What follows belongs to an exercise in optimizing a design on an open flow for small area, a short achievable clock period and few clock cycles; a production flow would make more cautious choices.

==> flow/design.v <==
module GCD #(parameter WIDTH = 16) (clk,a,b,start,gcd,done);
    input clk;
    input [WIDTH-1:0] a;
    input [WIDTH-1:0] b;
    input start;
    output [WIDTH-1:0] gcd;
    output done;
    reg [WIDTH-1:0] x, y;
    wire [WIDTH-1:0] e = x ^ y;
    wire [WIDTH-1:0] o = x | y;
    reg [WIDTH-1:0] kh, zx, zy;    
    reg sx, sy, so;
    integer i;
    always @* begin
        sx = 1'b0; sy = 1'b0; so = 1'b0;
        for (i = 0; i < WIDTH; i = i + 1) begin
            kh[i] = o[i] & ~so;
            so = so | o[i];
            sx = sx | x[i];
            sy = sy | y[i];
            zx[i] = ~sx;
            zy[i] = ~sy;
        end
    end
    wire [WIDTH-1:0] kh1 = {kh[WIDTH-2:0], 1'b0};
    wire nx = |(y & zx);
    wire ny = |(x & zy);
    wire x1 = |(x & kh1);
    wire y1 = |(y & kh1);
    wire e1 = x1 ^ y1;                  
    wire [WIDTH-1:0] p = ~e;
    wire [WIDTH-1:0] g = x & ~y;
    wire [WIDTH-1:0] G, P;        
    gcd_prefix #(WIDTH) u_pfx (.g(g), .p(p), .G(G), .P(P));
    wire neg = ~(G[WIDTH-1] | P[WIDTH-1]);    
    wire busy = ~P[WIDTH-1];                  
    wire [WIDTH-1:0] Gb = {G[WIDTH-2:0], 1'b0};
    wire [WIDTH-1:0] Pb = {P[WIDTH-2:0], 1'b1};
    wire [WIDTH-1:0] dxy = p ^ (Gb | Pb);
    wire [WIDTH-1:0] dyx = ~(p ^ Gb);
    wire sub = busy & ~nx & ~ny;
    wire [WIDTH-1:0] rx = e1 ? {1'b0, dxy[WIDTH-1:1]} : {2'b00, dxy[WIDTH-1:2]};
    wire [WIDTH-1:0] ry = e1 ? {1'b0, dyx[WIDTH-1:1]} : {2'b00, dyx[WIDTH-1:2]};
    wire [WIDTH-1:0] xn = x1 ? {1'b0, x[WIDTH-1:1]} : {2'b00, x[WIDTH-1:2]};
    wire [WIDTH-1:0] yn = y1 ? {1'b0, y[WIDTH-1:1]} : {2'b00, y[WIDTH-1:2]};
    wire wx = sub & ~neg;
    wire wy = sub & neg;
    wire [WIDTH-1:0] nxt_x = ({WIDTH{start}} & a) |
                             ({WIDTH{~start & nx}} & xn) |
                             ({WIDTH{~start & ~nx & wx}} & rx) |
                             ({WIDTH{~start & ~nx & ~wx}} & x);
    wire [WIDTH-1:0] nxt_y = ({WIDTH{start}} & b) |
                             ({WIDTH{~start & ny}} & yn) |
                             ({WIDTH{~start & ~ny & wy}} & ry) |
                             ({WIDTH{~start & ~ny & ~wy}} & y);
    always @(posedge clk) begin
        x <= nxt_x;
        y <= nxt_y;
    end
    assign gcd = x;
    assign done = ~busy;
endmodule
module gcd_prefix #(parameter WIDTH = 16) (g, p, G, P);
    input [WIDTH-1:0] g, p;
    output [WIDTH-1:0] G, P;
    localparam L = 4;    
    wire [WIDTH-1:0] gl [0:L];
    wire [WIDTH-1:0] pl [0:L];
    assign gl[0] = g;
    assign pl[0] = p;
    genvar l, i;
    generate
        for (l = 0; l < L; l = l + 1) begin : lv
            for (i = 0; i < WIDTH; i = i + 1) begin : bt
                if (((i >> l) & 1) == 1) begin : op
                    gcd_pg u (.gh(gl[l][i]), .ph(pl[l][i]),
                              .gl(gl[l][((i >> l) << l) - 1]), .pl(pl[l][((i >> l) << l) - 1]),
                              .g(gl[l+1][i]), .p(pl[l+1][i]));
                end else begin : pass
                    assign gl[l+1][i] = gl[l][i];
                    assign pl[l+1][i] = pl[l][i];
                end
            end
        end
    endgenerate
    assign G = gl[L];
    assign P = pl[L];
endmodule
module gcd_pg (gh, ph, gl, pl, g, p);
    input gh, ph, gl, pl;
    output g, p;
    assign g = gh | (ph & gl);
    assign p = ph & pl;
endmodule
Settings: LEC_CHECK=0, CAP_MARGIN=20, CORE_MARGIN=2, CORE_UTILIZATION=40, SLEW_MARGIN=20, SYNTH_HIERARCHICAL=1; clock period 3.0 ns.
run.sh (not shown) runs the stock make flow with config.mk's settings and CLKGATE_MAP_FILE= SYNTH_SCRIPT=/design/flow/synth_recipe.tcl, a recipe that flattens the netlist after the stock synthesis.
Change:
--- a/flow/design.v
+++ b/flow/design.v
@@ -6,24 +6,21 @@
     output [WIDTH-1:0] gcd;
     output done;
+    localparam KW = 4;    
     reg [WIDTH-1:0] x, y;
+    reg [KW-1:0] k;
+    function [KW-1:0] ctz;
+        input [WIDTH-1:0] v;
+        integer i;
+        begin
+            ctz = 0;
+            for (i = WIDTH-1; i >= 0; i = i - 1)
+                if (v[i]) ctz = i;
+        end
+    endfunction
+    wire [WIDTH-1:0] kh = {{(WIDTH-1){1'b0}}, 1'b1} << k;
+    wire [WIDTH-1:0] kh1 = {kh[WIDTH-2:0], 1'b0};
     wire [WIDTH-1:0] e = x ^ y;
-    wire [WIDTH-1:0] o = x | y;
-    reg [WIDTH-1:0] kh, zx, zy;    
-    reg sx, sy, so;
-    integer i;
-    always @* begin
-        sx = 1'b0; sy = 1'b0; so = 1'b0;
-        for (i = 0; i < WIDTH; i = i + 1) begin
-            kh[i] = o[i] & ~so;
-            so = so | o[i];
-            sx = sx | x[i];
-            sy = sy | y[i];
-            zx[i] = ~sx;
-            zy[i] = ~sy;
-        end
-    end
-    wire [WIDTH-1:0] kh1 = {kh[WIDTH-2:0], 1'b0};
-    wire nx = |(y & zx);
-    wire ny = |(x & zy);
+    wire nx = ~|(x & kh);
+    wire ny = ~|(y & kh);
     wire x1 = |(x & kh1);
     wire y1 = |(y & kh1);
@@ -44,17 +41,19 @@
     wire [WIDTH-1:0] xn = x1 ? {1'b0, x[WIDTH-1:1]} : {2'b00, x[WIDTH-1:2]};
     wire [WIDTH-1:0] yn = y1 ? {1'b0, y[WIDTH-1:1]} : {2'b00, y[WIDTH-1:2]};
-    wire wx = sub & ~neg;
-    wire wy = sub & neg;
-    wire [WIDTH-1:0] nxt_x = ({WIDTH{start}} & a) |
-                             ({WIDTH{~start & nx}} & xn) |
-                             ({WIDTH{~start & ~nx & wx}} & rx) |
-                             ({WIDTH{~start & ~nx & ~wx}} & x);
-    wire [WIDTH-1:0] nxt_y = ({WIDTH{start}} & b) |
-                             ({WIDTH{~start & ny}} & yn) |
-                             ({WIDTH{~start & ~ny & wy}} & ry) |
-                             ({WIDTH{~start & ~ny & ~wy}} & y);
     always @(posedge clk) begin
-        x <= nxt_x;
-        y <= nxt_y;
+        if (start) begin
+            x <= a;
+            y <= b;
+            k <= ctz(a | b);
+        end else begin
+            if (nx)
+                x <= xn;
+            else if (sub & ~neg)
+                x <= rx;
+            if (ny)
+                y <= yn;
+            else if (sub & neg)
+                y <= ry;
+        end
     end
     assign gcd = x;
The new run completed with no timing, DRC or antenna violations.
Synthesized area climbs by 1.6%.
Via count is lower by 5.1%.
Die area came out higher by 1.5%.
Routed wire length increases by 1.2%.
Clock skew hardly moves.
Global-route usage shrinks by 0.18 points.
Non-clock buffer count increases by 2.
Setup slack improved by 0.077 ns.
Synthesized cell count goes down by 10%.
Function was not checked in any run of this note: the RTL went through the layout flow alone.

static timing again, ports no longer ideal:
Ports are ideal in the flow. The routed layouts listed here were re-timed in OpenROAD. Step 1 sets driving cells, clkbuf_16 on the clock port and buf_2 on the other inputs (assumed; they add their load-dependent delay and slew). Step 2 times the ports against the registers' clock, not the clock port: input delays grow and output delays shrink by t, the midpoint of the rising clock arrivals with the driver on. a / b / c = ideal / step 1 / step 2; a / b = the first two.
| run | t, ns | setup WS [ns] | latest minus earliest clock arrival (ns) | worst data-port slew with drivers (ns) |
|---|---|---|---|---|
| the first run | 0.327 | 0.122 / 0.120 / 0.122 | 0.010 / 0.010 | 0.04 |
| the second run | 0.329 | 0.199 / 0.199 / 0.199 | 0.011 / 0.011 | 0.04 |
After both steps setup and hold are still met in every run listed.
